Background: an optimization exercise with open tools, aiming at small area. Do not read the settings as production practice.
Function was checked by simulation only, so behaviour that the tests miss may differ from the original.
Power is estimated from default activity; no workload was simulated.

## top
module top (
    input clock,
    input resetn,
    input pkt_valid,
    input [7:0] data_in,
    input [2:0] read_en,
    output [2:0] vld_out,
    output [7:0] data_out_0,
    output [7:0] data_out_1,
    output [7:0] data_out_2,
    output [2:0] full,
    output [2:0] empty,
    output busy,
    output err
);
For scale: about 49 I/O pins, roughly 0.017 mm2 of cells after synthesis.
clock: 7.0 ns
lec_check: 0
abc_area: 1
cap_margin: 20
core_margin: 2
core_utilization: 70
slew_margin: 20
standard.sh (not shown) runs the stock make flow with config.mk's settings and CLKGATE_MAP_FILE= SYNTH_SCRIPT=/design/flow/synth_recipe.tcl, a recipe that flattens the netlist after the stock synthesis.
==> flow/flow/run.sh <==
#!/bin/bash
# Own layout flow:
#  1. the standard synthesis (standard.sh synth), unchanged;
#  2. its combinational logic re-mapped by ABC with an area-oriented script
#     (flow/remap.tcl); every flip-flop instance is kept as it is: same
#     name, same cell;
#  3. the standard layout (standard.sh) on that netlist, with buf_1 as
#     the port buffer and a clock tree built from clkbuf_4 without dummy loads.
# Each tool's output goes to a log file of its own in the work folder.
set -euo pipefail
W=$(pwd)
R=$W/orfs/results/$FLOW_PLATFORM/top/base
YOSYS=$(command -v yosys || echo "$FLOW_HOME/../tools/install/yosys/bin/yosys")

bash standard.sh synth > "$W/1_standard_synth.log" 2>&1
cp "$R/1_2_yosys.v" "$W/standard_synth.v"

LIBFILE=$FLOW_HOME/platforms/$FLOW_PLATFORM/lib/sky130_fd_sc_hd__tt_025C_1v80.lib \
DONT_USE="$(cat "$W/flow/dont_use.txt")" \
NETIN=$W/standard_synth.v NETOUT=$W/remap.v STATOUT=$W/remap_stat.txt \
ABCSCRIPT=$W/flow/area.abc \
    "$YOSYS" -c "$W/flow/remap.tcl" > "$W/2_remap.log" 2>&1

grep -oE '^ *sky130_fd_sc_hd__[a-z0-9_]*df[a-z0-9_]* [^ ]+' "$W/standard_synth.v" | sort > "$W/ff_std.txt"
grep -oE '^ *sky130_fd_sc_hd__[a-z0-9_]*df[a-z0-9_]* [^ ]+' "$W/remap.v" | sort > "$W/ff_remap.txt"
cmp "$W/ff_std.txt" "$W/ff_remap.txt"
if grep -qE 'sky130_fd_sc_hd__(lpflow|probe)' "$W/remap.v"; then
    echo "re-mapped netlist uses a don't-use cell" >&2
    exit 1
fi

cp "$W/remap.v" "$R/1_2_yosys.v"
touch "$R/1_2_yosys.v"

export BUFFER_PORTS_ARGS="-buffer_cell sky130_fd_sc_hd__buf_1"
export CTS_ARGS="$(cat "$W/flow/cts_args.txt")"
bash standard.sh > "$W/3_standard_layout.log" 2>&1
==> flow/flow/cts_args.txt <==
-sink_clustering_enable -repair_clock_nets -dont_use_dummy_load -buf_list sky130_fd_sc_hd__clkbuf_8 -sink_clustering_size 14 -sink_clustering_max_diameter 60
Other scripts of this flow, unchanged in this note and not shown: flow/flow/area.abc, flow/flow/dont_use.txt, flow/flow/remap.tcl
Rerun with:
--- a/flow/config.mk
+++ b/flow/config.mk
@@ -7,6 +7,7 @@
 export LEC_CHECK = 0
 export ABC_AREA = 1
-export CAP_MARGIN = 20
+export CAP_MARGIN = 10
 export CORE_MARGIN = 2
 export CORE_UTILIZATION = 70
-export SLEW_MARGIN = 20
+export GPL_TIMING_DRIVEN = 0
+export SLEW_MARGIN = 10
Effect:
- global-route usage goes down by 0.75 points
- register-to-register slack gets worse by 0.15 ns
- total power goes up by a few percent
- utilization goes up by 0.81 points
- final area goes up slightly
- worst setup slack gets worse by 0.27 ns
- fmax goes down by a few percent
- die area is unchanged
- non-clock buffer count goes down by 12
- combinational power goes up by roughly a tenth
Rerun with:
==> flow/flow/cts_args.txt (replaced) <==
-sink_clustering_enable -repair_clock_nets -dont_use_dummy_load -buf_list sky130_fd_sc_hd__clkbuf_4 -sink_clustering_size 9 -sink_clustering_max_diameter 45
--- a/flow/config.mk
+++ b/flow/config.mk
@@ -7,7 +7,6 @@
 export LEC_CHECK = 0
 export ABC_AREA = 1
-export CAP_MARGIN = 10
+export CAP_MARGIN = 20
 export CORE_MARGIN = 2
-export CORE_UTILIZATION = 70
-export GPL_TIMING_DRIVEN = 0
-export SLEW_MARGIN = 10
+export CORE_UTILIZATION = 75
+export SLEW_MARGIN = 20
Worst setup slack gains 0.033 ns.
Non-clock buffer count rose by 6.
Routed wire length rose by 2.0%.
Power fell by 5.1%.
Rerun with:
==> flow/flow/cts_args.txt (replaced) <==
-sink_clustering_enable -repair_clock_nets -dont_use_dummy_load -buf_list sky130_fd_sc_hd__clkbuf_4 -sink_clustering_size 10 -sink_clustering_max_diameter 40
--- a/flow/config.mk
+++ b/flow/config.mk
@@ -7,6 +7,6 @@
 export LEC_CHECK = 0
 export ABC_AREA = 1
-export CAP_MARGIN = 20
+export CAP_MARGIN = 5
 export CORE_MARGIN = 2
 export CORE_UTILIZATION = 75
-export SLEW_MARGIN = 20
+export SLEW_MARGIN = 5
=> Core utilization falls by 0.31 points; total power falls by 0.57%; synthesized cell count is unchanged; hold slack is about the same; final area falls by 0.38%; worst setup slack is worse by 0.21 ns; sequential power hardly moves; sequential share of layout area rises by 0.28 points.

---

Setup of job 3035:
Starting RTL as in the previous note.
==> flow/config.mk <==
export PLATFORM = sky130hd
export DESIGN_NAME = top
export DESIGN_NICKNAME = top
export VERILOG_FILES = /design/flow/design.v
export SDC_FILE = /design/flow/constraint.sdc
export NUM_CORES = 4
export LEC_CHECK = 0
export ABC_AREA = 1
export CAP_MARGIN = 10
export CORE_MARGIN = 2
export CORE_UTILIZATION = 75
export SLEW_MARGIN = 10
==> flow/constraint.sdc <==
create_clock -name core_clock -period 7.0 [get_ports {clock}]
set_input_delay 1.4000 -clock core_clock [delete_from_list [all_inputs] [get_ports {clock}]]
set_output_delay 1.4000 -clock core_clock [all_outputs]
set_load 0.01 [all_outputs]
==> flow/flow/cts_args.txt <==
-sink_clustering_enable -repair_clock_nets -dont_use_dummy_load -buf_list sky130_fd_sc_hd__clkbuf_4 -sink_clustering_size 10 -sink_clustering_max_diameter 40
Scripts as last shown in full above: flow/flow/run.sh
Other scripts of this flow, unchanged in this note and not shown: flow/flow/area.abc, flow/flow/dont_use.txt, flow/flow/remap.tcl
Job 3035: done, clean on timing, DRC and antenna
Edits applied to the flow inputs when going from job 3035 to job 2985:
# job 3035
export LEC_CHECK = 0
export ABC_AREA = 1
export CAP_MARGIN = 10
export CORE_MARGIN = 2
export CORE_UTILIZATION = 75
export SLEW_MARGIN = 10
create_clock -name core_clock -period 7.0 [get_ports {clock}]
# job 2985
export LEC_CHECK = 0
export ABC_AREA = 1
export CAP_MARGIN = 20
export CORE_MARGIN = 2
export CORE_UTILIZATION = 80
export SLEW_MARGIN = 20
create_clock -name core_clock -period 7.0 [get_ports {clock}]
==> flow/flow/cts_args.txt <==
-sink_clustering_enable -repair_clock_nets -dont_use_dummy_load -buf_list sky130_fd_sc_hd__clkbuf_8 -sink_clustering_size 14 -sink_clustering_max_diameter 60
Notes after the runs:
- STATUS worst setup slack: job 2985 loses against job 3035
- Reg2reg setup slack was lower in the run labelled job 2985.
- Delta (job 2985 minus job 3035): total DRC errors in the routed layout did not really move, number of clock buffers in the layout went down, shortest clock period the worst path allows after layout went up, clock-cell share of area went up, wire length of the first global-routing pass went up.
- Per the comparison of job 2985 with job 3035, utilization went up 6.4 points; total wire length went up about 9%.
- Job 2985 ended up with a higher multi-input gate area in the final layout than job 3035 did.
- Going from job 3035 to job 2985, the internal power was found to have gone up by about 3.4%.
### job 2985 -> job 8588
# job 2985
export LEC_CHECK = 0
export ABC_AREA = 1
export CAP_MARGIN = 20
export CORE_MARGIN = 2
export CORE_UTILIZATION = 80
export SLEW_MARGIN = 20
create_clock -name core_clock -period 7.0 [get_ports {clock}]
# job 8588
export LEC_CHECK = 0
export ABC_AREA = 1
export CAP_MARGIN = 20
export CORE_MARGIN = 2
export CORE_UTILIZATION = 70
export GPL_TIMING_DRIVEN = 0
export SLEW_MARGIN = 20
create_clock -name core_clock -period 7.0 [get_ports {clock}]
[summary]
Via count, job 8588 and job 2985: higher on job 2985
Diff job 2985 -> job 8588 | data arrival time at the worst-slack endpoint | decrease of 0.08 ns
The lower final period utilization came out of job 8588.
On job 8588: sequential share of layout area is 1.1 points lower than what job 2985 gave.
Per the comparison of job 8588 with job 2985, overall routed net length saw a decrease; clock share of power down 0.9 points; footprint of the flip-flops and latches shows no meaningful change.
In the tables for job 8588 and job 2985, non-clock buffer count reads higher with job 2985.
Going from job 2985 to job 8588, worst setup slack increased by 0.077 ns relative to the old numbers, reported clock group power moved down.
Here is what was changed in the inputs of job 936 compared with job 8588.
# job 8588
export LEC_CHECK = 0
export ABC_AREA = 1
export CAP_MARGIN = 20
export CORE_MARGIN = 2
export CORE_UTILIZATION = 70
export GPL_TIMING_DRIVEN = 0
export SLEW_MARGIN = 20
create_clock -name core_clock -period 7.0 [get_ports {clock}]
# job 936
export LEC_CHECK = 0
export ABC_AREA = 1
export CAP_MARGIN = 10
export CORE_MARGIN = 2
export CORE_UTILIZATION = 75
export SLEW_MARGIN = 10
create_clock -name core_clock -period 7.0 [get_ports {clock}]
==> flow/flow/cts_args.txt <==
-sink_clustering_enable -repair_clock_nets -dont_use_dummy_load -buf_list sky130_fd_sc_hd__clkbuf_4 -sink_clustering_size 9 -sink_clustering_max_diameter 45
### Flow results
When job 936 is set beside job 8588, its longest individual stage delay on the worst path turns out to be 0.10 ns larger. Compared job 936 vs job 8588, and power is down in job 936. Cmp job 8588 and job 936 / sequential share of power / higher: job 936. From job 8588 to job 936 the numbers moved as follows: count of plain and timing-repair buffers now sits higher; met3 global-route usage now larger; maximum number of pins on one net before global-route repair now sits higher; portion of the clock cycle consumed by the worst path in the final layout picked up an extra 1.2 points; peak fanout along the critical path has increased. Job 936 reports a higher effective utilization at floorplan than job 8588 does.

-- re-timing with driven ports --
The flow's constraints put no driver on any port. The routed layouts listed below were extracted and timed again, unchanged, in two steps.
Step 1 assumes that a clkbuf_16 drives the clock port and a buf_2 every other input.
Step 2 also shifts input and output timing later by t, the mid clock arrival at the registers, as if the neighbouring blocks saw the same clock.
Slacks: ideal / step 1 / step 2; pairs: ideal / step 1.
run	t (ns)	slack for setup (ns)	pins driven straight from the clock port
the first run of note 1	0.584	2.455 / 2.408 / 2.992	1
the second run of note 1	0.584	2.181 / 2.132 / 2.716	1
the third run of note 1	0.754	2.214 / 2.172 / 2.926	1
the fourth run of note 1	0.720	2.007 / 1.966 / 2.686	1
job 3035	0.742	2.178 / 2.129 / 2.872	1
job 2985	0.596	2.114 / 2.070 / 2.666	1
job 8588	0.603	2.191 / 2.144 / 2.746	1
job 936	0.742	2.108 / 2.068 / 2.810	1
After both steps every run listed still meets setup and hold.
